From an optimization exercise on the open Yosys and OpenROAD flow, aimed at small area; shortcuts taken in it are not production practice. In this exercise RTL edits were held to simulation tests only and were not proved equivalent to the original. No activity file was given, so power comes from the tool's default toggle rates.

==> flow/design.v <==
`timescale 1us/1ns
module sd2(clk, rst, sd_in, bs_out);
input clk;
input rst;                       
input signed [15:0] sd_in;       
output bs_out;                   
reg [17:0] sd_reg1;
reg [17:0] sd_reg2;
wire s = sd_reg1[17];
assign bs_out = ~s;
wire [17:0] y = {~s, ~s, ~sd_in[15], sd_in[14:0]};
wire [2:0] a_top = sd_reg1[17:15] + {~s, ~s, 1'b1};
wire [17:0] a = {a_top, sd_reg1[14:0]};
wire [17:0] r2, r1;
rca #(18) add2 (.a(sd_reg2), .b(y), .ci(~s), .s(r2));
rca #(18) add1 (.a(a), .b(r2), .ci(~s), .s(r1));
always @(posedge clk) begin
	if (rst) begin
		sd_reg1 <= 0;
		sd_reg2 <= 0;
	end else begin
		sd_reg1 <= r1;
		sd_reg2 <= r2;
	end
end
endmodule
module rca #(parameter W = 8) (
    input  wire [W-1:0] a,
    input  wire [W-1:0] b,
    input  wire         ci,
    output wire [W-1:0] s
);
    function [W-1:0] add;
        input [W-1:0] x, y;
        input         c;
        integer i;
        begin
            for (i = 0; i < W; i = i + 1) begin
                add[i] = x[i] ^ y[i] ^ c;
                c      = (x[i] & y[i]) | (c & (x[i] ^ y[i]));
            end
        end
    endfunction
    assign s = add(a, b, ci);
endmodule
`timescale 1ns/1ps
module modulator(input wire clk, input wire rst, input wire sd_bs, output reg pwm);
    reg [4:0] k;  
    reg q;
    wire en = sd_bs ^ pwm;
    wire up = sd_bs;
    wire t1 = en & (k[0] ~^ up);
    wire t2 = t1 & (k[1] ~^ up);
    wire t3 = t2 & (k[2] ~^ up);
    wire t4 = t3 & (k[3] ~^ up);
    always @(posedge clk) begin
        if (rst) begin k <= 5'b10000; q <= 0; pwm <= 0; end
        else begin
            k <= k ^ {t4, t3, t2, t1, en};
            pwm <= q;
            if (!k[4] && k != 0) q <= 1'b1;
            else if (k[4]) q <= 1'b0;
        end
    end
endmodule
`timescale 1ns/1ps
module counter_modulator(
    input  wire clk,
    input  wire rst,      
    input  wire sd_a, sd_b, sd_c,
    output wire count_a, count_b, count_c
);
    reg [5:0] period_cnt;
    wire last = (period_cnt == 6'd59);
    always @(posedge clk) begin
        if (rst)
            period_cnt <= 0;
        else if (last)
            period_cnt <= 0;
        else
            period_cnt <= period_cnt + 1'b1;
    end
    window_count wa (.clk(clk), .rst(rst), .sd_bs(sd_a), .last(last), .period_cnt(period_cnt), .count(count_a));
    window_count wb (.clk(clk), .rst(rst), .sd_bs(sd_b), .last(last), .period_cnt(period_cnt), .count(count_b));
    window_count wc (.clk(clk), .rst(rst), .sd_bs(sd_c), .last(last), .period_cnt(period_cnt), .count(count_c));
endmodule
module window_count(
    input  wire       clk,
    input  wire       rst,
    input  wire       sd_bs,
    input  wire       last,
    input  wire [5:0] period_cnt,
    output reg        count
);
    reg [5:0] sum;
    reg [5:0] latched_sum;
    always @(posedge clk) begin
        if (rst) begin
            sum         <= 0;
            latched_sum <= 0;
            count       <= 1'b0;
        end else begin
            if (last) begin
                latched_sum <= sum + sd_bs;
                sum         <= 0;
            end else begin
                sum <= sum + sd_bs;
            end
            count <= (period_cnt < latched_sum);
        end
    end
endmodule
`timescale 1us/1ns
module three_phase_shape(
    clk, rst, omega, phaseA, phaseB, phaseC, phaseAx, phaseBx, phaseCx, pwmA, pwmB, pwmC, countA, countB, countC);
input clk;
input rst;                            
input signed [15:0] omega;            
output phaseA, phaseB, phaseC;        
output signed [15:0] phaseAx, phaseBx, phaseCx;  
output pwmA, pwmB, pwmC;
output countA, countB, countC;
wire [17:0] g0, g1, g2;
assign phaseAx = {g0[17], g0[17:3]};
assign phaseBx = {g1[17], g1[17:3]};
assign phaseCx = {g2[17], g2[17:3]};
sd2 sd_A (.clk(clk), .rst(rst), .sd_in(phaseAx), .bs_out(phaseA));
sd2 sd_B (.clk(clk), .rst(rst), .sd_in(phaseBx), .bs_out(phaseB));
sd2 sd_C (.clk(clk), .rst(rst), .sd_in(phaseCx), .bs_out(phaseC));
modulator modulator_A (.clk(clk), .rst(rst), .sd_bs(phaseA), .pwm(pwmA));
modulator modulator_B (.clk(clk), .rst(rst), .sd_bs(phaseB), .pwm(pwmB));
modulator modulator_C (.clk(clk), .rst(rst), .sd_bs(phaseC), .pwm(pwmC));
counter_modulator modulator_c (.clk(clk), .rst(rst), .sd_a(phaseA), .sd_b(phaseB), .sd_c(phaseC),
                               .count_a(countA), .count_b(countB), .count_c(countC));
wire [15:0] om_n = ~omega;
integ #(.RST(18'h1ffff)) i0 (.clk(clk), .rst(rst), .omega(omega), .omega_n(om_n),
                             .up(phaseB & ~phaseC), .dn(~phaseB & phaseC), .g(g0));
integ #(.RST(18'h30000)) i1 (.clk(clk), .rst(rst), .omega(omega), .omega_n(om_n),
                             .up(phaseC & ~phaseA), .dn(~phaseC & phaseA), .g(g1));
integ #(.RST(18'h30000)) i2 (.clk(clk), .rst(rst), .omega(omega), .omega_n(om_n),
                             .up(phaseA & ~phaseB), .dn(~phaseA & phaseB), .g(g2));
endmodule
module integ #(parameter [17:0] RST = 18'h0) (
    input  wire        clk,
    input  wire        rst,
    input  wire [15:0] omega,
    input  wire [15:0] omega_n,
    input  wire        up,
    input  wire        dn,
    output reg  [17:0] g
);
wire [15:0] b = ({16{up}} & omega) | ({16{dn}} & omega_n);
wire [17:0] s;
rca #(18) add (.a(g), .b({{2{b[15]}}, b}), .ci(dn), .s(s));
wire pos_ovf = ~g[17] & ~b[15] & s[17];
wire neg_ovf = g[17] & b[15] & ~s[17];
always @(posedge clk) begin
  if (rst)
    g <= RST;
  else
    g <= {(s[17] & ~pos_ovf) | neg_ovf, (s[16:0] & {17{~neg_ovf}}) | {17{pos_ovf}}};
end
endmodule
Settings: LEC_CHECK=0, CAP_MARGIN=20, CORE_MARGIN=2, CORE_UTILIZATION=40, CTS_BUF_LIST=sky130_fd_sc_hd__clkbuf_4, CTS_CLUSTER_DIAMETER=60, CTS_CLUSTER_SIZE=10, SLEW_MARGIN=20; clock period 10.0 ns.
standard.sh (not shown) runs the stock make flow with config.mk's settings and CLKGATE_MAP_FILE= SYNTH_SCRIPT=/design/flow/synth_recipe.tcl, a recipe that flattens the netlist after the stock synthesis.
==> flow/flow/run.sh <==
#!/bin/bash
# Standard synthesis, then the combinational logic between the registers
# (and the half adders) re-mapped by ABC for area, then the standard layout
# with the smallest buffer on the ports and no clock-tree dummy loads.  Registers, full-adder cells and
# their names are kept as the standard synthesis made them.
set -euo pipefail
export BUFFER_PORTS_ARGS="-buffer_cell sky130_fd_sc_hd__buf_1"
# The clock tree as config.mk asks for, without dummy loads.
export CTS_ARGS="-sink_clustering_enable -repair_clock_nets -sink_clustering_size 12 -sink_clustering_max_diameter 40 -buf_list sky130_fd_sc_hd__clkbuf_4 -dont_use_dummy_load"
bash standard.sh synth > synth.log 2>&1

R=orfs/results/${FLOW_PLATFORM}/three_phase_shape/base
LIB=$FLOW_HOME/platforms/sky130hd/lib/sky130_fd_sc_hd__tt_025C_1v80.lib
YOSYS=$FLOW_HOME/../tools/install/yosys/bin/yosys
[[ -x $YOSYS ]] || YOSYS=yosys
DU=$(sed -n '/DONT_USE_CELLS/,/^$/p' $FLOW_HOME/platforms/sky130hd/config.mk | grep -o "sky130_fd_sc_hd__[a-z0-9_]*" | sed 's/^/-dont_use /' | tr '\n' ' ')
cp $R/1_2_yosys.v std_synth.v
cat > reopt.ys <<EOS
read_liberty -ignore_miss_func $LIB
blackbox sky130_fd_sc_hd__dfxtp_1 sky130_fd_sc_hd__fa_1 sky130_fd_sc_hd__conb_1
read_verilog std_synth.v
hierarchy -top $FLOW_TOP
flatten
opt_clean -purge
abc -liberty $LIB $DU -script +strash;&get,-n;&dch,-f;&nf,-R,1000;&put;
opt_clean -purge
insbuf -buf sky130_fd_sc_hd__buf_1 A X
hilomap -singleton -hicell sky130_fd_sc_hd__conb_1 HI -locell sky130_fd_sc_hd__conb_1 LO
opt_clean -purge
tee -o reopt_stat.txt stat -liberty $LIB $FLOW_TOP
write_verilog -noattr -noexpr -nohex -nodec -selected reopt.v
EOS
$YOSYS -s reopt.ys > reopt.log 2>&1
cp reopt.v $R/1_2_yosys.v
rm -f $R/1_synth.odb $R/1_synth.sdc
bash standard.sh > layout.log 2>&1
The first run passed the timing, design-rule and antenna checks.
Edit:
--- a/flow/flow/run.sh
+++ b/flow/flow/run.sh
@@ -9 +9 @@
-export CTS_ARGS="-sink_clustering_enable -repair_clock_nets -sink_clustering_size 12 -sink_clustering_max_diameter 40 -buf_list sky130_fd_sc_hd__clkbuf_4 -dont_use_dummy_load"
+export CTS_ARGS="-sink_clustering_enable -repair_clock_nets -sink_clustering_size 10 -sink_clustering_max_diameter 60 -buf_list sky130_fd_sc_hd__clkbuf_4 -dont_use_dummy_load"
CORE_UTILIZATION = 65   (was 40)
- The changed run completed with no timing, DRC or antenna violations
- first-iteration DRC count is higher by 9.4%
- total power is lower by about 0.8%
- design area is lower by about 2%
- sequential power is about the same
- final cell count is lower by 11%
- non-clock buffer count is higher by 2
- area after synthesis does not change
Edit:
--- a/flow/flow/run.sh
+++ b/flow/flow/run.sh
@@ -4 +4 @@
-# with the smallest buffer on the ports and no clock-tree dummy loads.  Registers, full-adder cells and
+# with the smallest buffer on the ports.  Registers, full-adder cells and
@@ -8,2 +7,0 @@
-# The clock tree as config.mk asks for, without dummy loads.
-export CTS_ARGS="-sink_clustering_enable -repair_clock_nets -sink_clustering_size 10 -sink_clustering_max_diameter 60 -buf_list sky130_fd_sc_hd__clkbuf_4 -dont_use_dummy_load"
CORE_UTILIZATION = 40   (was 65)
The new run completed with no timing, DRC or antenna violations.
Sequential share of layout area is lower by 0.87 points.
First-iteration DRC count is lower by about 6.4%.
Routed wire length is higher by about 5%.
Sequential cell count stays the same.
Edit:
--- a/flow/flow/run.sh
+++ b/flow/flow/run.sh
@@ -4 +4 @@
-# with the smallest buffer on the ports.  Registers, full-adder cells and
+# with the smallest buffer on the ports and no clock-tree dummy loads.  Registers, full-adder cells and
@@ -7,0 +8,2 @@
+# The clock tree as config.mk asks for, without dummy loads.
+export CTS_ARGS="-sink_clustering_enable -repair_clock_nets -sink_clustering_size 10 -sink_clustering_max_diameter 60 -buf_list sky130_fd_sc_hd__clkbuf_4 -dont_use_dummy_load"
GPL_ROUTABILITY_DRIVEN = 0   (was not set)
GPL_TIMING_DRIVEN = 0   (was not set)
First-iteration DRC count rose by a few percent.
Worst hold slack gets worse by 6.6 ps.
Cell count rose by a few percent.
Cell area rose slightly.
Routed wire length fell slightly.
Combinational power hardly moves.
Synthesized area stays the same.
Synthesized cell count is unchanged.
Count of clock-buffer cells in the layout fell by 1.
Edit:
GPL_ROUTABILITY_DRIVEN = not set   (was 0)
GPL_TIMING_DRIVEN = not set   (was 0)
Total power came out lower slightly. Area after synthesis is unchanged. Worst setup slack improves by 390 ps. Die area stays the same. Clock-buffer cell count fell by 1. Design area drops slightly. Via count falls slightly. First-iteration DRC count goes down by roughly a tenth. Combinational power hardly moves. Sequential cell count stays the same.

## separate check: timing with driven ports
In the flow no input, the clock included, has a driving cell. The finished layouts below were timed again as built, in two steps. Step 1 sets driving cells, clkbuf_16 on the clock port and buf_2 on the other inputs (assumed; they add their load-dependent delay and slew). Step 2 adds t to the input delays and takes it off the output delays; t is the mean of the earliest and latest rising clock arrival at the registers after step 1. Input paths then give back, and output paths get back, about the clock's delay inside the block. Slacks: no drivers / after step 1 / after step 2; pairs: no drivers / after step 1.
| run | t (ns) | slack for setup (ns) | latest minus earliest clock arrival (ns) | worst data-port slew with drivers (ns) | pins driven straight from the clock port |
|---|---|---|---|---|---|
| the first run | 0.623 | 0.846 / 0.858 / 0.235 | 0.086 / 0.086 | 0.07 | 1 |
| the second run | 0.674 | 1.024 / 1.035 / 0.361 | 0.060 / 0.060 | 0.06 | 1 |
| the third run | 0.697 | 0.970 / 0.981 / 0.284 | 0.023 / 0.022 | 0.07 | 1 |
| the fourth run | 0.681 | 0.553 / 0.553 / -0.012 | 0.102 / 0.102 | 0.08 | 1 |
| the fifth run | 0.682 | 0.942 / 0.954 / 0.271 | 0.045 / 0.045 | 0.08 | 1 |
With both steps, setup timing fails in the fourth run, where it was met with ideal ports. For the third run, which loses most, drivers alone change the setup slack by +0.011 ns; drivers and shift together by -0.686 ns.
